This is an optimization exercise on Yosys and OpenROAD, whose aim is small area, a short achievable clock period and few clock cycles per item, not a production implementation.
Function was checked by simulation only, so behaviour that the tests miss may differ from the original.
No activity file was given, so power comes from the tool's default toggle rates.

==> flow/design.v <==
module CMEM_N(
	output wire [15:0] Q,
	input wire [15:0] D,
	input wire [5:0] caddr,
	input wire clk,
	input wire WEN,
	input wire CEN
);
	RF1SHD sram(
		.Q	(Q),
		.A	(caddr),
		.D  (D),
		.WEN	(WEN),
		.CEN	(CEN),
		.CLK	(clk)
	);
endmodule
module RF1SHD (
	output reg [15:0] Q,
	input CLK,
	input CEN,
	input WEN,
	input [5:0] A,
	input [15:0] D
);
	reg [15:0] mem [0:63];
	always @(posedge CLK) begin
		if (!CEN) begin
			if (!WEN) begin
				mem[A] <= D;
				Q <= D;
			end else begin
				Q <= mem[A];
			end
		end
	end
endmodule
module FIFO_N #(
	parameter DEPTH = 16,
	parameter WIDTH = 16
)(
	input i_wrclk	,
	input i_wrstn	,
	input i_wren	,
	input [WIDTH-1:0] i_wdata	,
	input i_rdclk	,
	input i_rdrstn	,
	input i_rden	,
	output [WIDTH-1:0] o_rdata	,
	output o_full	,
	output o_empty);
reg	[clogb2(DEPTH-1):0]	r_wrptr;
reg [clogb2(DEPTH-1):0]	r_rdptr;
wire [clogb2(DEPTH-1)-1:0]	w_wraddr;
wire [clogb2(DEPTH-1)-1:0]	w_rdaddr;
assign w_wraddr = r_wrptr[clogb2(DEPTH-1)-1:0];
assign w_rdaddr = r_rdptr[clogb2(DEPTH-1)-1:0];
always @(posedge i_wrclk or negedge i_wrstn) begin
	if(!i_wrstn)
		r_wrptr <= 'd0;
	else if(i_wren && !o_full)
		r_wrptr <= r_wrptr + 1'b1;
	else
		r_wrptr <= r_wrptr;
end
always @(posedge i_rdclk or negedge i_rdrstn) begin
	if(!i_rdrstn)
		r_rdptr <= 'd0;
	else if(i_rden && !o_empty)
		r_rdptr <= r_rdptr + 1'b1;
	else
		r_rdptr <= r_rdptr;
end
wire [clogb2(DEPTH-1):0]	r_wrptr_gray;
wire [clogb2(DEPTH-1):0]	r_rdptr_gray;
assign r_wrptr_gray = r_wrptr ^ (r_wrptr>>1);
assign r_rdptr_gray = r_rdptr ^ (r_rdptr>>1);
reg [clogb2(DEPTH-1):0]	r_rdptr_gray_d0;
reg [clogb2(DEPTH-1):0]	r_rdptr_gray_d1;
always @(posedge  i_wrclk or negedge i_wrstn) begin
	if(!i_wrstn) begin
		r_rdptr_gray_d0 <= 'd0;
		r_rdptr_gray_d1 <= 'd0;
	end
	else begin
		r_rdptr_gray_d0 <= r_rdptr_gray;
		r_rdptr_gray_d1 <= r_rdptr_gray_d0;
	end
end
reg [clogb2(DEPTH-1):0]	r_wrptr_gray_d0;
reg [clogb2(DEPTH-1):0]	r_wrptr_gray_d1;
always @(posedge  i_rdclk or negedge i_rdrstn) begin
	if(!i_rdrstn) begin
		r_wrptr_gray_d0 <= 'd0;
		r_wrptr_gray_d1 <= 'd0;
	end
	else begin
		r_wrptr_gray_d0 <= r_wrptr_gray;
		r_wrptr_gray_d1 <= r_wrptr_gray_d0;
	end
end
assign o_empty = (r_rdptr_gray == r_wrptr_gray_d1);
assign o_full = (r_wrptr_gray == {~r_rdptr_gray_d1[clogb2(DEPTH-1):clogb2(DEPTH-1)-1],r_rdptr_gray_d1[clogb2(DEPTH-1)-2:0]});
ram #(
	.DATA_WIDTH(WIDTH),
	.DATA_DEPTH(DEPTH)
)
u_ram(
	.i_wrclk(i_wrclk),
	.i_wrstn(i_wrstn),
	.i_wren(i_wren),
	.i_waddr(w_wraddr),
	.i_wdata(i_wdata),
	.i_rdclk(i_rdclk),
	.i_rdrstn(i_rdrstn),
	.i_rden(i_rden),
	.i_raddr(w_rdaddr),
	.o_rdata(o_rdata)
);
function integer clogb2(input integer number);
begin
	for(clogb2 = 0; number > 0; clogb2 = clogb2 + 1)
		number = number >> 1;
end
endfunction
endmodule
module ram #(
	parameter DATA_WIDTH = 16	,
	parameter DATA_DEPTH = 16
)
(
	input	i_wrclk	,
	input 	i_wrstn	,
	input 	i_wren	,
	input	[clogb2(DATA_DEPTH-1)-1:0]	i_waddr	,
	input	[DATA_WIDTH-1:0]	i_wdata	,
	input	i_rdclk	,
	input 	i_rdrstn	,
	input 	i_rden	,
	input	[clogb2(DATA_DEPTH-1)-1:0] i_raddr	,
	output	[DATA_WIDTH-1:0]	o_rdata
);
reg [DATA_WIDTH-1:0] dual_ram [0:DATA_DEPTH-1];
reg [DATA_WIDTH-1:0] r_rdata;
integer i;
always @(posedge i_wrclk or negedge i_wrstn) begin
	if(!i_wrstn)
		for(i = 0; i < DATA_DEPTH ; i = i + 1)
			dual_ram[i] <= 'd0;
	else if (i_wren)
		dual_ram[i_waddr] <= i_wdata;
	else
		dual_ram[i_waddr] <= dual_ram[i_waddr];
end
always @(posedge i_rdclk or negedge i_rdrstn) begin
	if(!i_rdrstn)
		r_rdata <= 'd0;
	else if(i_rden)
		r_rdata <= dual_ram[i_raddr];
	else
		r_rdata <= r_rdata;
end
assign o_rdata = r_rdata;
function integer clogb2(input integer number);
begin
	for(clogb2 = 0; number > 0; clogb2 = clogb2 + 1)
		number = number >> 1;
end
endfunction
endmodule
module IMEM_N
	#(
	parameter N=64,
	parameter M=16
	)(
	output reg [15:0] Q,
	input clk,
	input [M-1:0] Data,
	input rstn,
	input en,
	input en_shift,
	input [5:0] cnt,
	output reg shiftDone
	);
	integer i;
	reg [M-1:0] xshift [0:N-1];
	always @(posedge clk or negedge rstn) begin
		if(!rstn) begin
			for (i=0 ; i<N; i=i+1) begin
				xshift[i] <= 0;
			end
			shiftDone <= 0;
		end
		else if(en_shift) begin
			for (i=0 ; i<N-1; i=i+1) begin
				xshift[i+1] <= xshift[i];
			end
			xshift[0] <= Data;
			shiftDone <= 'd1;
		end
		else begin
			for (i=0 ; i<N; i=i+1) begin
				xshift[i] <= xshift[i];
			end
			shiftDone <= 0;
		end
	end
	always @(posedge clk or negedge rstn) begin
		if (!rstn) begin
			Q <= 0;
		end
		else if (en) begin
			Q <= xshift[cnt];
		end
		else begin
			Q <= 0;
		end
	end
endmodule
module ALU_N
	#(
	parameter N=64,
	parameter M=16
	)(
	output signed [37:0] dout,
	output reg valid_out,
	output signed [15:0] fl,
	input clk,
	input rstn,
	input signed [M-1:0] din,
	input en,
	input [5:0] cnt,
	input signed [M-1:0] cin);
	reg signed [37:0] sum;
	wire signed [31:0] sum_cut;
	assign sum_cut = valid_out?dout[31:0]:0;
	assign dout = valid_out?sum:0;
	fx2fp u_fx2fl(.fx(sum_cut),.fp(fl));
	always @(posedge clk or negedge rstn) begin
		if(!rstn) begin
			sum <= 0;
			valid_out <= 0;
		end
		else if (en && cnt == 63) begin
			sum <= sum + din*cin;
			valid_out <= 1;
		end
		else if (en) begin
			sum <= sum + din*cin;
			valid_out <= 0;
		end
		else if (!en) begin
			sum <= 0;
			valid_out <= 0;
		end
		else begin
			sum <= sum;
			valid_out <= 0;
		end
	end
endmodule
module fx2fp (fx, fp);
input		[31:0]  fx;
output 		[15:0]  fp;
wire		[31:0]  fx2;
wire 			valid;
reg		[ 4:0]  bit_position;
wire		[41:0]  shifted;
integer			count;
assign fx2 = fx[31] ? (~fx + fx[31]) : fx;
assign valid = |fx;
always @(*) begin
	bit_position = 5'd0;
	for (count = 0; count < 32; count = count + 1)
		if (fx2[count])
			bit_position = count;
end
assign shifted = {fx2, 10'b0} >> bit_position;
assign fp = valid ? {fx[31], bit_position - 5'd1, shifted[9:0]} : {fx[31], 15'b0};
endmodule
module FSM (
    input wire clk,
    input wire rstn,
	input wire valid_in,
    input wire start,
    input wire shiftDone,
    input wire valid_out,
	output reg write_fifo,
	output reg read_fifo,
	output wire en_shift,
    output reg alu_en
);
parameter   P_ST_IDLE = 'd0 ,
            P_ST_FIFOIN = 'd1 ,
            P_ST_SHIFT = 'd2 ,
            P_ST_MAC = 'd3 ,
            P_ST_DONE = 'd4 ;
reg [4:0] r_st_current;
reg [4:0] r_st_next   ;
reg read_fifo_d, read_fifo_d2;
always @(posedge clk or negedge rstn) begin
    if (!rstn) begin
        r_st_current <= P_ST_IDLE;
    end
    else begin
        r_st_current <= r_st_next;
    end
end
always @(*) begin
    case (r_st_current)
        P_ST_IDLE: begin
            if(start) begin
                r_st_next = P_ST_FIFOIN;
            end 
            else begin
                r_st_next = P_ST_IDLE;
            end
        end
        P_ST_FIFOIN: begin
            if(start) begin
                r_st_next = P_ST_SHIFT;
            end 
            else begin
                r_st_next = P_ST_FIFOIN;
            end
        end
        P_ST_SHIFT: begin
            if (shiftDone) begin
                r_st_next = P_ST_MAC;
            end
            else begin
                r_st_next = P_ST_SHIFT;
            end
        end
        P_ST_MAC : begin
            if (valid_out) begin
                r_st_next = P_ST_DONE;
            end
            else begin
                r_st_next = P_ST_MAC;
            end
        end
        P_ST_DONE:begin
            r_st_next = P_ST_IDLE;
        end
        default: r_st_next = P_ST_IDLE;
    endcase
end
always @(posedge clk or negedge rstn) begin
    if (!rstn) begin
        write_fifo <= 0;
    end
    else if (r_st_current == P_ST_FIFOIN) begin
        write_fifo <= 1;
    end
    else begin
        write_fifo <= 0;
    end
end
reg en_shift_d0, en_shift_d1;
always @(posedge clk or negedge rstn) begin
    if (!rstn) begin
        read_fifo <= 0;
		en_shift_d0 <= 0;
		en_shift_d1 <= 0;
    end
    else begin
        read_fifo <= (r_st_current == P_ST_FIFOIN) && start;
		en_shift_d0 <= read_fifo;
		en_shift_d1 <= en_shift_d0;
    end
end
assign en_shift = en_shift_d0 & (~en_shift_d1);
always @(posedge clk or negedge rstn) begin
    if (!rstn) begin
       alu_en <= 0;
    end
    else if (r_st_current == P_ST_MAC) begin
       alu_en <= 1;
    end
    else begin
       alu_en <= 0;
    end
end
endmodule
module FIR_core_N
	#(
	parameter N=64, 
	parameter M=16 
	)(
	output signed [37:0] dout, 
	output valid_out, 
	output signed [15:0] fl,
	output in_ready, 
	input clk, 
	input rstn, 
	input signed [15:0] din, 
	input valid_in, 
	input signed [M-1:0] cin, 
	input [5:0] caddr, 
	input cload); 
	wire clk1 = clk;
	wire clk2 = clk;
	reg [5:0] cnt;
	reg mac_enable;
	wire cen;assign cen = 0;
	wire wren, rden, empty, full;wire [15:0] fifo_out; 
	wire start;
	assign start = !empty;
	reg [5:0] coeff_addr;
	wire [5:0] caddress; wire [15:0] coeff;assign caddress = (~cload)?coeff_addr:caddr;
	CMEM_N u_cmem(.Q(coeff), .D(cin), .caddr(caddress), .clk(clk2), .CEN(cen), .WEN(~cload));
	wire write_fifo_unused, read_fifo;
	wire write_fifo = valid_in & ~full;
	assign in_ready = ~full;
	FIFO_N u_fifo (
	    .i_wrclk(clk1), .i_wrstn(rstn), .i_wren(write_fifo), .i_wdata(din),
	    .i_rdclk(clk2), .i_rdrstn(rstn),.i_rden(read_fifo), .o_rdata(fifo_out),
	    .o_full(full), .o_empty(empty)
	);
	wire alu_en; wire en_shift; wire shiftDone;
	FSM u_fsm(.clk(clk2), .rstn(rstn), .valid_in(valid_in), .start(start),
				.shiftDone(shiftDone), .valid_out(valid_out), .write_fifo(write_fifo_unused),
				.read_fifo(read_fifo), .en_shift(en_shift), .alu_en(alu_en));
	wire [15:0] Xin;
	IMEM_N u_imem(.Q(Xin), .clk(clk2), .Data(fifo_out), .rstn(rstn), .en(alu_en), 
			.en_shift(en_shift), .cnt(cnt), .shiftDone(shiftDone));
	ALU_N u_alu(.rstn(rstn), .clk(clk2), .en(mac_enable), .din(Xin), .cin(coeff),
		.dout(dout), .valid_out(valid_out), .cnt(coeff_addr), .fl(fl));
	always @(negedge clk2 or negedge rstn) begin
		if(!rstn) begin
			coeff_addr <= 'd0;
			mac_enable <= 'd0;
		end else if (alu_en) begin
			coeff_addr <= cnt;
			mac_enable <= alu_en;
		end else begin
			coeff_addr <= coeff_addr;
			mac_enable <= 0;
		end
	end
always @(posedge clk2 or negedge rstn) begin
	if(!rstn) begin
		cnt <= 'd0;
	end
	else if(alu_en) begin
		cnt <= cnt + 'd1;
	end
	else begin
		cnt <= 0;
	end
end
endmodule
==> flow/run.sh <==
#!/bin/bash
# synth_recipe.tcl (not shown) runs the flow's synth.tcl, then flattens the netlist and writes it again
# the make line also repeats each setting of config.mk as NAME=value (left out here)
make -C /OpenROAD-flow-scripts/flow DESIGN_CONFIG=/design/flow/config.mk WORK_HOME=/design/flow/orfs CLKGATE_MAP_FILE= SYNTH_SCRIPT=/design/flow/synth_recipe.tcl finish
==> flow/config.mk <==
export PLATFORM = sky130hd
export DESIGN_NAME = FIR_core_N
export DESIGN_NICKNAME = FIR_core_N
export VERILOG_FILES = /design/flow/design.v
export SDC_FILE = /design/flow/constraint.sdc
export NUM_CORES = 4
export LEC_CHECK = 0
export CAP_MARGIN = 20
export CORE_MARGIN = 2
export CORE_UTILIZATION = 40
export SLEW_MARGIN = 20
==> flow/constraint.sdc <==
create_clock -name core_clock -period 11.5 [get_ports {clk}]
set_input_delay 2.3000 -clock core_clock [delete_from_list [all_inputs] [get_ports {clk}]]
set_output_delay 2.3000 -clock core_clock [all_outputs]
set_load 0.01 [all_outputs]
==> metrics.md, run 1 <==
| Metric | Value |
|---|---|
| # placed instances | 11,700 |
| Pre-Repair DR Iteration Count | 7 |
| Max Cap Viol | 0 |
| Avg Cell Area, Syn | between 10 and 15 um2 |
| Sw Ratio | 0.274 |
| Slew Viols, Final | 0 |
| Hold_buf cts | 0 |
| Worst setup EP type | flip-flop |
| Gpl congestion | between 0.8 and 0.9 |
| Final Power | 21.7 mW |
| WP data arrival | approximately 12 ns |
| Final Net Count | between 8,000 and 9,000 |
| Post-Syn Nets | 8,555 |
| Layout Cells excl Fill | approximately 12,000 |
| Hold Vio Cnt, Final | 0 |
| Final core occ | 0.456 |
| Hold crit path type | reg2reg |
| Ranking of synthesized cells by area | dfrtp_1 (31%), edfxtp_1 (27%), mux2_2 (10%) |
| Internal Pwr Total | about 16 mW |
| CP Buf/Inv Count | 5 |
| Cell Area, Synth | between 100,000 and 150,000 um2 |
| Vias/cell | about 6 |
| Starting Density | 0.401 |
| Cell count after synthesis | just over 8,000 |
| Tmin final | around 11 ns |
| Total negative slack | 0 ns |
| Crit path launch type | flip-flop |
| Worst path slowest cell | mux2i_1 |
| Cell with the most instances after synthesis | dfrtp_1 |
| Total grt overflow | 0 |
| Worst slew pin tran | approximately 1.2 ns |
| DIE HEIGHT | between 500 and 600 um |
| Syn-to-layout area delta | 13.5% |
| RSZ-0062 raised after global routing | no |
| Initial DRC count | roughly 9,400 |
| Vias | roughly 73,000 |
| # clock sinks | between 2,000 and 2,500 |
| Status | timing/DRC/antenna clean |
| # IOs | between 90 and 100 |
| CTS clk-pin slew, worst paths | around 0.060 ns |
| Initial antenna violation count | 17 |
| Final Cell Area | between 100,000 and 150,000 um2 |
| Root buf cell | clkbuf_16 |
| Gate power share | 0.135 |
| Synth top area share | 0.306 |
| Final Skew | slightly above 0.1 ns |
| CP delay by family, top | adder cells |
| H-Tree Depth | 5 |
| Leakage power figure | roughly 53 nW |
| Detailed placement HPWL | roughly 210,000 um |
| Distinct cell type count after synthesis | 90 |
| Max Root-Sink Buffers | 4 |
| Slew Limit Headroom | 0.201 |
| Register area | 66,000 um2 |
| Std-Cell Rows | between 150 and 200 |
| Worst EP required | around 12 ns |
| Die extent in x | ~540 um |
| CTS tree | built |
| Clock network power share | 0.402 |
| Vias in the first global route | between 70,000 and 80,000 |
| Top post-synthesis cells by count | dfrtp_1 (1,395), mux2_2 (1,060), edfxtp_1 (1,024) |
| Multi-input gate area | about 45,000 um2 |
| Flop pwr share | 0.463 |
| CP peak stage delay | about 0.64 ns |
| DRC | 0 |
| Post-CTS Setup Bufs | 0 |
| Layout cells sized above 1 | 0.265 |
| Flop and latch count out of synthesis | ~2,400 |
| Post-synth top area cell | dfrtp_1 |
| ANT nets after route | 0 |
| Post-synthesis sequential area ratio | 0.577 |
| Largest net degree at the start of global routing | about 200 |
| Yosys synthesis warning count | 10 |
| Die Area | a little under 300,000 um2 |
| EDFF count, synth | roughly 1,000 |
| Finish-stage setup viols | 0 |
| WL/cell | 28.3 um |
| First-pass GRT wire length | 506,000 um |
| Switching pwr | roughly 6.0 mW |
| Routed WL | between 300,000 and 400,000 um |
| CP max FO | 25 |
| FFs w/ async S/R, synth | 0.576 |
| PwrDens | ~170 nW/um2 |
| DP Area | 120,000 um2 |
| Kind of critical path | reg2reg |
| Total GRT Usage | 0.234 |
| Filler cell count | 24,900 |
| Peak VDD IR | 0.139 mV |
| Fin crit share | 0.955 |
| Crit path top cell by count | fa_1 |
| Clk latency of the worst-skew pair | about 0.9 ns |
| Max Freq | between 0.09 and 0.1 GHz |
| I/O Buffers | between 90 and 100 |
| Main synth FF type | dfrtp_1 |
| CTS buffer count | 270 |
| CORE AREA | about 280,000 um2 |
-- sequential cells by signal, summed over array words and instances, names as in the netlist, 3 cells and up, named ones only --
signal / cells
u_fifo.r_rdptr_gray_d0: 5
coeff_addr: 6
u_fifo.r_rdptr_gray_d1: 5
u_fifo.u_ram.dual_ram: 256
u_fifo.u_ram.r_rdata: 16
u_fsm.r_st_current: 3
u_fifo.r_wrptr_gray_d0: 5
u_alu.sum: 38
u_fifo.r_wrptr: 5
u_imem.xshift: 1024
u_cmem.sram.mem: 1024
u_fifo.r_wrptr_gray_d1: 5
cnt: 6
u_imem.Q: 16
u_fifo.r_rdptr: 5
-- placed cells by master, fill, tap and decap left out, drive strengths merged, types with 176 or more instances in the layout --
| cell type | synthesis | routed |
|---|---|---|
| nor2 | 579 | 579 |
| dfrtp | 1395 | 1395 |
| edfxtp | 1024 | 1024 |
| nand2 | 264 | 264 |
| inv | 332 | 341 |
| clkbuf | 434 | 365 |
| fa | 263 | 263 |
| and2 | 219 | 219 |
| a22oi | 320 | 320 |
| a221oi | 176 | 176 |
| mux2 | 1060 | 1060 |
| mux4 | 335 | 335 |
| a21oi | 344 | 344 |
| buf | 65 | 276 |
-- final timing paths --
kind / from / to / slack (ns) / depth (start not counted)
max: flip-flop / u_alu.sum[37] / 0.52 / 35
min: u_fifo.r_wrptr_gray_d0[2] / u_fifo.r_wrptr_gray_d1[2] / 0.35 / 0
max reg2reg: flip-flop / u_alu.sum[37] / 0.52 / 35
min reg2reg: u_fifo.r_wrptr_gray_d0[2] / u_fifo.r_wrptr_gray_d1[2] / 0.35 / 0
max in group asynchronous: rstn / coeff_addr[2] / 4.00 / 1
min in group asynchronous: rstn / u_imem.xshift[16][14] / 1.37 / 1
-- area by class of cell --
cell class | count | share of cell area
sequential | 2432 | 0.509
multi-input combinational | 4836 | 0.351
clock buffer | 365 | 0.0590
tap | 3762 | 0.0363
timing repair buffer | 356 | 0.0244
clock inverter | 117 | 0.0104
inverter | 333 | 0.00965
antenna | 10 | 0.000193
-- through the flow --
stage | hold slack [ns] | setup WS (ns)
floorplan | 0.331 | 0.806
global placement | 0.332 | 0.436
detailed placement | 0.336 | 0.606
CTS | 0.348 | 0.553
global route | 0.358 | 0.0439
finish | 0.346 | 0.515
-- metal layers --
| layer | part of all wire | routed length [um] | track usage | up-vias |
|---|---|---|---|---|
| met1 | 0.43 | 149000 | 0.337 | 38400 |
| met3 | 0.083 | 28700 | 0.0424 | 756 |
| met4 | 0.036 | 12400 | 0.0837 | 6 |
| met5 | 0.00014 | 47 | 0 | - |
| li1 | - | - | - | 30700 |
| met2 | 0.45 | 154000 | 0.354 | 3494 |
-- cell families after synthesis --
group,Yosys count,synth area share
xor+xnor,100,0.00767
mux,1461,0.176
buf+inv,832,0.0278
flops,2432,0.577
compound gates,1367,0.0856
simple gates,1495,0.0626
fa+ha+maj,413,0.0625
-- power groups by stage --
| stage | clock, mW | combinational [mW] | sequential, mW |
|---|---|---|---|
| detailed placement | 0 | 2.89 | 10.2 |
| floorplan | 0 | 2.09 | 10.0 |
| global placement | 0 | 2.81 | 10.2 |
| finish | 8.74 | 2.94 | 10.1 |
| CTS | 8.88 | 2.90 | 10.0 |
| global route | 9.23 | 3.26 | 10.1 |
-- timing repair --
item | in CTS | in global routing
gates resized for setup | 0 | 2
endpoints found under the hold margin | 0 | 0
endpoints found under the setup margin | 0 | 2
Testbench counts, summed over its fixed seeds: cycles 27,664, items 384.
==> run 2, diff against run 1 <==
==> flow/design.v (replaced) <==
module FIR_core_N (
	output reg signed [37:0] dout,
	output reg valid_out,
	output reg signed [15:0] fl,
	output reg in_ready,
	input clk,
	input rstn,
	input signed [15:0] din,
	input valid_in,
	input signed [15:0] cin,
	input [5:0] caddr,
	input cload);
	reg signed [15:0] c [0:62];
	reg signed [15:0] x [0:62];
	reg [5:0] clr;
	reg clrd;
	reg busy;
	reg [2:0] t;
	reg last, v1;
	reg signed [37:0] acc, s_r;
	integer k;
	wire accept = valid_in & in_ready;
	wire sh = accept | ~clrd;
	always @(posedge clk) begin
		for (k = 0; k < 63; k = k + 1)
			if (cload && caddr == k) c[k] <= cin;
		if (sh) begin
			x[0] <= clrd ? din : 16'sd0;
			for (k = 1; k < 63; k = k + 1) x[k] <= x[k-1];
		end
	end
	reg signed [31:0] prod [0:7];
	reg signed [37:0] psum;
	integer l;
	always @(*) begin
		psum = 38'sd0;
		for (l = 0; l < 8; l = l + 1) begin
			if (t == 3'd7 && l == 7) prod[l] = 32'sd0;
			else prod[l] = x[{t, l[2:0]}] * c[{t, l[2:0]}];
			psum = psum + prod[l];
		end
	end
	wire signed [37:0] acc_n = (t == 3'd0 ? 38'sd0 : acc) + psum;
	always @(posedge clk) begin
		if (busy) acc <= acc_n;
		if (busy && t == 3'd7) s_r <= acc_n;
	end
	always @(posedge clk or negedge rstn) begin
		if (!rstn) begin
			clr <= 6'd0;
			clrd <= 1'b0;
			in_ready <= 1'b0;
			busy <= 1'b0;
			t <= 3'd0;
			last <= 1'b0;
			v1 <= 1'b0;
			valid_out <= 1'b0;
		end else begin
			if (!clrd) clr <= clr + 6'd1;
			if (clr == 6'd62) clrd <= 1'b1;
			if (accept) begin
				busy <= 1'b1;
				t <= 3'd0;
				in_ready <= 1'b0;
			end else if (busy) begin
				t <= t + 3'd1;
				if (t == 3'd6) in_ready <= 1'b1;
				if (t == 3'd7) busy <= 1'b0;
			end else if (clr == 6'd62) begin
				in_ready <= 1'b1;
			end
			v1 <= busy && t == 3'd7;
			valid_out <= v1;
		end
	end
	wire [15:0] f;
	fx2fp u_fx2fp (.fx(s_r[31:0]), .fp(f));
	always @(posedge clk) begin
		dout <= s_r;
		fl <= f;
	end
endmodule
module fx2fp (input [31:0] fx, output [15:0] fp);
	wire [31:0] m = fx[31] ? (~fx + 32'd1) : fx;
	wire z4 = ~|m[31:16];
	wire [31:0] a4 = z4 ? {m[15:0], 16'b0} : m;
	wire z3 = ~|a4[31:24];
	wire [31:0] a3 = z3 ? {a4[23:0], 8'b0} : a4;
	wire z2 = ~|a3[31:28];
	wire [31:0] a2 = z2 ? {a3[27:0], 4'b0} : a3;
	wire z1 = ~|a2[31:30];
	wire [31:0] a1 = z1 ? {a2[29:0], 2'b0} : a2;
	wire z0 = ~a1[31];
	wire [31:0] a0 = z0 ? {a1[30:0], 1'b0} : a1;
	wire [4:0] e = 5'd30 - {z4, z3, z2, z1, z0};
	assign fp = (|fx) ? {fx[31], e, a0[30:21]} : 16'd0;
endmodule
==> run 2 against run 1 <==
Compared with the run above:
- the layout now fails its checks (setup timing)
- global-route usage up 3.4 points
- critical endpoint is now s_r[31]
- highest routed layer unchanged
- clock power down 22%
- flip-flop and latch count down 272
- critical path depth up 25
==> metrics.md, run 2 <==
| Metric | Value |
|---|---|
| Die Area | around 410,000 um2 |
| Worst R2R Setup Slack | -4.20 ns |
| Max Freq | around 0.064 GHz |
| Yosys synthesis warning count | 7 |
| Finish-stage setup viols | 66 |
| Post-Syn Nets | roughly 16,000 |
| Reg-to-Reg End | s_r[31] |
| Cell Area, Synth | 162,000 um2 |
| Pre-Repair DR Iteration Count | 7 |
| PwrDens | between 80 and 90 nW/um2 |
| Flop pwr share | 0.527 |
| CORE AREA | 403,000 um2 |
| CP Buf/Inv Count | 19 |
| EDFF count, synth | roughly 2,100 |
| Total GRT Usage | 0.268 |
| Vias/cell | around 5.4 |
| I/O Buffers | 97 |
| Commonest non-fill, non-tap cell in the layout | inv_1 |
| Clock network power share | 0.417 |
| DP Area | approximately 190,000 um2 |
| Starting Density | 0.402 |
| Switching pwr | ~3.5 mW |
| Layout cells sized above 1 | 0.187 |
| Std-Cell Rows | 233 |
| Main synth FF type | edfxtp_1 |
| WP data arrival | between 15 and 20 ns |
| Hold crit path type | reg2reg |
| Pre-CTS setup slack | -4.43 ns |
| FFs w/ async S/R, synth | 0.00648 |
| Tmin final | around 16 ns |
| Status | finished with violations |
| CP peak stage delay | ~0.62 ns |
| WL/cell | 27.1 um |
| RR Startpoint | t[1] |
| Gpl congestion | 1.03 |
| Vias in the first global route | 112,000 |
| CTS clk-pin slew, worst paths | ~0.06 ns |
| Slew Viols, Final | 0 |
| ANT nets after route | 0 |
| Biggest regs | c: 1008 flops, x: 1008 flops |
| Avg Cell Area, Syn | around 12 um2 |
| Ranking of synthesized cells by area | edfxtp_1 (39%), fa_1 (33%), inv_1 (6.3%) |
| Crit path launch type | flip-flop |
| Clk latency of the worst-skew pair | 0.94 ns |
| Die extent in x | around 640 um |
| Max Root-Sink Buffers | 4 |
| Fin crit share | 1.37 |
| DIE HEIGHT | between 600 and 700 um |
| Root buf cell | clkbuf_16 |
| Final Power | between 15 and 20 mW |
| RSZ-0062 raised after global routing | yes |
| Vias | around 110k |
| H-Tree Depth | 4 |
| Max Cap Viol | 0 |
| CP max FO | 6 |
| Distinct cell type count after synthesis | 82 |
| # clock sinks | 2,160 |
| Initial DRC count | ~13,000 |
| Syn-to-layout area delta | 19.6% |
| CTS buffer count | about 220 |
| Routed WL | between 500,000 and 600,000 um |
| R2R depth | 60 |
| Final Net Count | about 18,000 |
| # IOs | slightly below 100 |
| DRC | 0 |
| Slew Limit Headroom | 0.171 |
| Worst setup EP type | flip-flop |
| Gate power share | 0.056 |
| Top post-synthesis cells by count | inv_1 (2,706), fa_1 (2,688), edfxtp_1 (2,092) |
| Internal Pwr Total | approximately 13 mW |
| Worst setup margin | -4.20 ns |
| Synth top area share | 0.388 |
| Hold_buf cts | 0 |
| CTS tree | built |
| First-pass GRT wire length | just under 800,000 um |
| Hold WS | 0.360 ns |
| CP delay by family, top | adder cells |
| Cell with the most instances after synthesis | inv_1 |
| Peak VDD IR | approximately 0.29 mV |
| Crit path top cell by count | fa_1 |
| Total grt overflow | 0 |
| Flop and latch count out of synthesis | approximately 2,200 |
| Hold path startpoint | v1 |
| Worst EP required | 12.12 ns |
| Worst slew pin tran | around 1.2 ns |
| Worst path slowest cell | or4_4 |
| Sw Ratio | 0.217 |
| Hold Crit Depth | 0 |
| Cell count after synthesis | about 13,000 |
| Hold Path Sink | valid_out |
| Initial antenna violation count | 28 |
| Post-synth top area cell | edfxtp_1 |
| Final Skew | 0.0883 ns |
| Largest net degree at the start of global routing | between 150 and 200 |
| Hold Vio Cnt, Final | 0 |
| Post-synthesis sequential area ratio | 0.397 |
| Final Cell Area | 194,000 um2 |
| Most frequent cells in the layout | inv_1 (2,674), fa_1 (2,658), edfxtp_1 (2,092), nand2_1 (1,578), buf_4 (1,357) |
| Detailed placement HPWL | about 450,000 um |
| Leakage power figure | about 80 nW |
| SO Faults | setup timing |
| Kind of critical path | reg2reg |
[run 2: area by class of cell]
class	count	area, um2
Multi-Input combinational cell	7667	88300
Fill cell	35900	209000
Clock buffer	255	5580
Sequential cell	2160	64300
Inverter	2707	10200
Antenna cell	16	40.0
Tap cell	5405	6760
Timing Repair Buffer	1789	17500
Clock inverter	127	1070
[run 2: cells by family (layout without fill, tap and decap cells)]
group                    Yosys count  after routing  share of synthesized area
AO/OA/AOI/OAI                   1091           1091                     0.0527
XOR/XNOR                         116            116                    0.00627
adder cells (fa/ha/maj)         3157           3157                      0.369
buffers and inverters           3245           4878                     0.0753
flip-flops                      2160           2160                      0.397
multiplexers                     279            279                     0.0193
other                              0             16                          0
AND/OR/NAND/NOR                 3024           3024                     0.0812
[run 2: what timing repair did]
action,4_1_cts,5_1_grt
endpoints found under the setup margin,68,68
pin swaps,42,204
setup buffers,8,41
resized for setup,85,185
gates cloned,0,1
[run 2: power groups by stage]
stage                     registers [mW]  logic (mW)  clock network, mW
after global routing                8.62       0.983               7.19
after CTS                           8.62       0.834               6.93
after global placement              8.79       0.775                  0
after detailed placement            8.79       0.782                  0
final                               8.62       0.914               6.84
after floorplan                     8.79       0.354                  0
[run 2: layer usage]
metal	part of all wire	routed length (um)	track usage	vias to the layer above
met5	0.00011	60	0.00236	-
met4	0.053	28800	0.117	4
met3	0.10	55000	0.0526	841
met2	0.44	242000	0.412	5226
met1	0.40	219000	0.370	56800
li1	-	-	-	45000
[run 2: how the worst max path moves through the flow]
stage | from | end | slack (ns) | cells past startpoint
2_1_floorplan | t[2] | acc[37] | -3.36 | 61
3_3_place_gp | t[1] | acc[36] | -4.34 | 55
3_5_place_dp | t[0] | s_r[36] | -4.43 | 55
4_1_cts | t[1] | acc[37] | -4.04 | 55
5_1_grt | t[1] | s_r[37] | -4.63 | 55
6_report | t[1] | s_r[31] | -4.20 | 60
[run 2: per-stage QoR]
stage,TNS (ns),instances,utilization
CTS,-193.14,20100,0.478
global placement,-210.91,19700,0.460
floorplan,-142.65,13100,-
detailed placement,-215.79,19700,0.460
finish,-200.72,20100,0.481
global route,-227.82,20100,0.481
Testbench counts of run 2, summed over its fixed seeds: cycles 3,096, items 384.
==> run 3, diff against run 2 <==
--- a/flow/design.v
+++ b/flow/design.v
@@ -31,18 +31,25 @@
 	end
 	reg signed [31:0] prod [0:7];
-	reg signed [37:0] psum;
 	integer l;
 	always @(*) begin
-		psum = 38'sd0;
 		for (l = 0; l < 8; l = l + 1) begin
 			if (t == 3'd7 && l == 7) prod[l] = 32'sd0;
 			else prod[l] = x[{t, l[2:0]}] * c[{t, l[2:0]}];
-			psum = psum + prod[l];
 		end
 	end
-	wire signed [37:0] acc_n = (t == 3'd0 ? 38'sd0 : acc) + psum;
+	reg signed [31:0] pr [0:7];
+	reg [2:0] t1;
+	reg bz1;
+	reg signed [37:0] qsum;
+	always @(*) begin
+		qsum = 38'sd0;
+		for (l = 0; l < 8; l = l + 1) qsum = qsum + pr[l];
+	end
+	wire signed [37:0] acc_n = (t1 == 3'd0 ? 38'sd0 : acc) + qsum;
 	always @(posedge clk) begin
-		if (busy) acc <= acc_n;
-		if (busy && t == 3'd7) s_r <= acc_n;
+		for (l = 0; l < 8; l = l + 1) pr[l] <= prod[l];
+		t1 <= t;
+		if (bz1) acc <= acc_n;
+		if (bz1 && t1 == 3'd7) s_r <= acc_n;
 	end
 	always @(posedge clk or negedge rstn) begin
@@ -55,4 +62,5 @@
 			last <= 1'b0;
 			v1 <= 1'b0;
+			bz1 <= 1'b0;
 			valid_out <= 1'b0;
 		end else begin
@@ -70,5 +78,6 @@
 				in_ready <= 1'b1;
 			end
-			v1 <= busy && t == 3'd7;
+			bz1 <= busy;
+			v1 <= bz1 && t1 == 3'd7;
 			valid_out <= v1;
 		end
==> run 3 against run 2 <==
Compared with the run above:
- the run now finishes clean
- worst hold slack got worse by 0.020 ns
- register-to-register slack better by 5.3 ns
- wire length shrank 2.8%
- area after synthesis up 4.5%
- utilization decreased by 3.6 points
- largest cell class unchanged
==> metrics.md, run 3 <==
| Metric | Value |
|---|---|
| Final Skew | about 0.056 ns |
| DIE HEIGHT | approximately 650 um |
| Status | timing/DRC/antenna clean |
| Pre-Repair DR Iteration Count | 9 |
| CTS buffer count | between 200 and 300 |
| Most frequent cells in the layout | inv_1 (2,609), fa_1 (2,342), edfxtp_1 (2,092), nor2_1 (1,613), nand2_1 (1,045) |
| Root buf cell | clkbuf_16 |
| Filler cell count | ~39,000 |
| Starting Density | 0.402 |
| Worst path slowest cell | or2_4 |
| Syn-to-layout area delta | 10.6% |
| Cell Area, Synth | ~170,000 um2 |
| Largest net degree at the start of global routing | roughly 180 |
| Hold WS | 0.340 ns |
| CP startpoint | t[0] |
| Std-Cell Rows | roughly 240 |
| Final Cell Area | about 190,000 um2 |
| Peak VDD IR | approximately 0.12 mV |
| Final Net Count | between 15,000 and 20,000 |
| Max Cap Viol | 0 |
| Vias/cell | 5.38 |
| Worst R2R Setup Slack | between 1 and 1.5 ns |
| Slew Limit Headroom | 0.196 |
| Top post-synthesis cells by count | inv_1 (2,609), fa_1 (2,342), edfxtp_1 (2,092) |
| H-Tree Depth | 5 |
| Commonest non-fill, non-tap cell in the layout | inv_1 |
| Reg-to-Reg End | pr[0][27] |
| Max Freq | ~0.096 GHz |
| PwrDens | roughly 99 nW/um2 |
| Layout cells sized above 1 | 0.0915 |
| Fin crit share | 0.908 |
| ANT nets after route | 0 |
| Max Root-Sink Buffers | 4 |
| Switching pwr | roughly 4.1 mW |
| Vias in the first global route | roughly 110k |
| RR Startpoint | t[0] |
| WP data arrival | approximately 11 ns |
| Layout Cells excl Fill | approximately 20,000 |
| Crit path top cell by count | fa_1 |
| Gate power share | 0.023 |
| Leakage power figure | 82.1 nW |
| Total negative slack | 0 ns |
| Main synth FF type | edfxtp_1 |
| Worst setup EP type | flip-flop |
| Post-synth top area cell | edfxtp_1 |
| Hold Vio Cnt, Final | 0 |
| Finish-stage setup viols | 0 |
| R2R depth | 26 |
| CP peak stage delay | slightly below 0.8 ns |
| Flop and latch count out of synthesis | around 2,400 |
| Internal Pwr Total | between 10 and 15 mW |
| Worst EP required | approximately 12 ns |
| # placed instances | roughly 20,000 |
| I/O Buffers | 97 |
| Die Area | 428,000 um2 |
| WL/cell | 26.2 um |
| Cell with the most instances after synthesis | inv_1 |
| Final Power | ~19 mW |
| Post-Syn Nets | ~17,000 |
| Biggest regs | c: 1008 flops, x: 1008 flops, pr: 256 flops |
| Initial antenna violation count | 54 |
| Slew Viols, Final | 0 |
| Post-CTS Setup Bufs | 0 |
| First-pass GRT wire length | slightly below 800,000 um |
| Sw Ratio | 0.222 |
| Initial DRC count | 13,200 |
| CTS resizes | 0 |
| Cell count after synthesis | between 10,000 and 15,000 |
| Routed WL | around 530,000 um |
| Synth top area share | 0.371 |
| Final core occ | 0.445 |
| Total grt overflow | 0 |
| # clock sinks | 2,420 |
| Detailed placement HPWL | 405,000 um |
| CP Buf/Inv Count | 5 |
| CTS clk-pin slew, worst paths | ~0.06 ns |
| Distinct cell type count after synthesis | 90 |
| FFs w/ async S/R, synth | 0.00620 |
| Worst path depth | 26 |
| Vias | about 110k |
| EDFF count, synth | roughly 2,100 |
| Post-synthesis sequential area ratio | 0.410 |
| Worst slew pin tran | approximately 1.2 ns |
| Clk latency of the worst-skew pair | ~0.95 ns |
| DRC | 0 |
| CTS tree | built |
| RSZ-0062 raised after global routing | no |
| Flop pwr share | 0.512 |
| Avg Cell Area, Syn | around 12 um2 |
| Worst setup margin | roughly 1.1 ns |
| Pre-CTS setup slack | 1.12 ns |
| CORE AREA | roughly 420,000 um2 |
| DP Area | between 150,000 and 200,000 um2 |
| Tmin final | between 10 and 15 ns |
| CP max FO | 113 |
| Gpl congestion | 0.946 |
| Total GRT Usage | 0.248 |
| Kind of critical path | reg2reg |
| # IOs | 98 |
| Crit path launch type | flip-flop |
| CP delay by family, top | adder cells |
| Hold_buf cts | 0 |
| Die extent in x | between 600 and 700 um |
| Clock network power share | 0.465 |
| Yosys synthesis warning count | 9 |
| Setup crit end | pr[0][27] |
| Ranking of synthesized cells by area | edfxtp_1 (37%), fa_1 (28%), inv_1 (5.8%) |
| Hold crit path type | reg2reg |
run 3: final cells by class:
class                   count  area [um2]  share of cell area
flip-flops and latches   2420       69500               0.371
well taps                5640        7060              0.0377
clock inverters           144        1480             0.00788
repair buffers            434        3700              0.0197
inverters                2610        9800              0.0523
diodes                     13        32.5            0.000174
multi-input cells        8677       88500               0.473
clock buffers             336        7240              0.0387
run 3: power groups by stage:
stage          sequential (mW)  clock [mW]  combinational [mW]
6_report                  9.53        8.65               0.432
5_1_grt                   9.52        9.09               0.468
4_1_cts                   9.53        8.77               0.432
3_5_place_dp              9.71           0               0.431
3_3_place_gp              9.71           0               0.425
2_1_floorplan             9.71           0               0.210
run 3: cell families (layout without fill, tap and decap cells):
| kind of cell | after synthesis | count (layout) | synth area share |
|---|---|---|---|
| DFF | 2420 | 2420 | 0.410 |
| xor gates and xnor gates | 360 | 360 | 0.0187 |
| buffers and inverters | 3139 | 3524 | 0.0697 |
| adders and majority gates | 3043 | 3043 | 0.329 |
| muxes | 320 | 320 | 0.0211 |
| other | 0 | 13 | 0 |
| AOI/OAI and AO/OA | 1376 | 1376 | 0.0594 |
| and+or+nand+nor | 3578 | 3578 | 0.0920 |
run 3: worst min path at each step:
stage	depth (start not counted)	slack (ns)	end	startpoint
floorplan	0	0.32	dout[32]	s_r[32]
global placement	0	0.32	dout[36]	s_r[36]
detailed placement	0	0.33	dout[36]	s_r[36]
CTS	0	0.34	dout[36]	s_r[36]
global route	0	0.35	dout[37]	s_r[37]
finish	0	0.34	dout[36]	s_r[36]
run 3: metal layers:
metal,wire (um),up-vias,track usage
li1,-,46900,-
met1,220000,56500,0.346
met2,233000,5030,0.378
met3,51500,720,0.0489
met4,26300,12,0.106
met5,77,-,0
Testbench counts of run 3, summed over its fixed seeds: cycles 3,104, items 384.

==> static timing again, ports no longer ideal <==
No port has a modelled driver above. Below, the same layouts with a new extraction and two added sets of constraints.
Step 1: set_driving_cell puts a clkbuf_16 on clk and a buf_2 on each other input, an assumption about the parent block.
Step 2 adds t to the input delays and takes it off the output delays; t is the mean of the earliest and latest rising clock arrival at the registers after step 1. Input paths then give back, and output paths get back, about the clock's delay inside the block.
a / b / c = no drivers / after step 1 / after step 2; a / b = the first two.
| run | t (ns) | slack for setup (ns) | slew at the worst register clock pin (ns) | worst slew at a driven data input, ns | cell pins on the clock port's net |
|---|---|---|---|---|---|
| run 2 | 0.990 | -4.200 / -4.200 / -4.200 | 0.07 / 0.07 | 0.07 | 1 |
| run 3 | 1.040 | 1.061 / 1.061 / 1.061 | 0.07 / 0.07 | 0.09 | 1 |
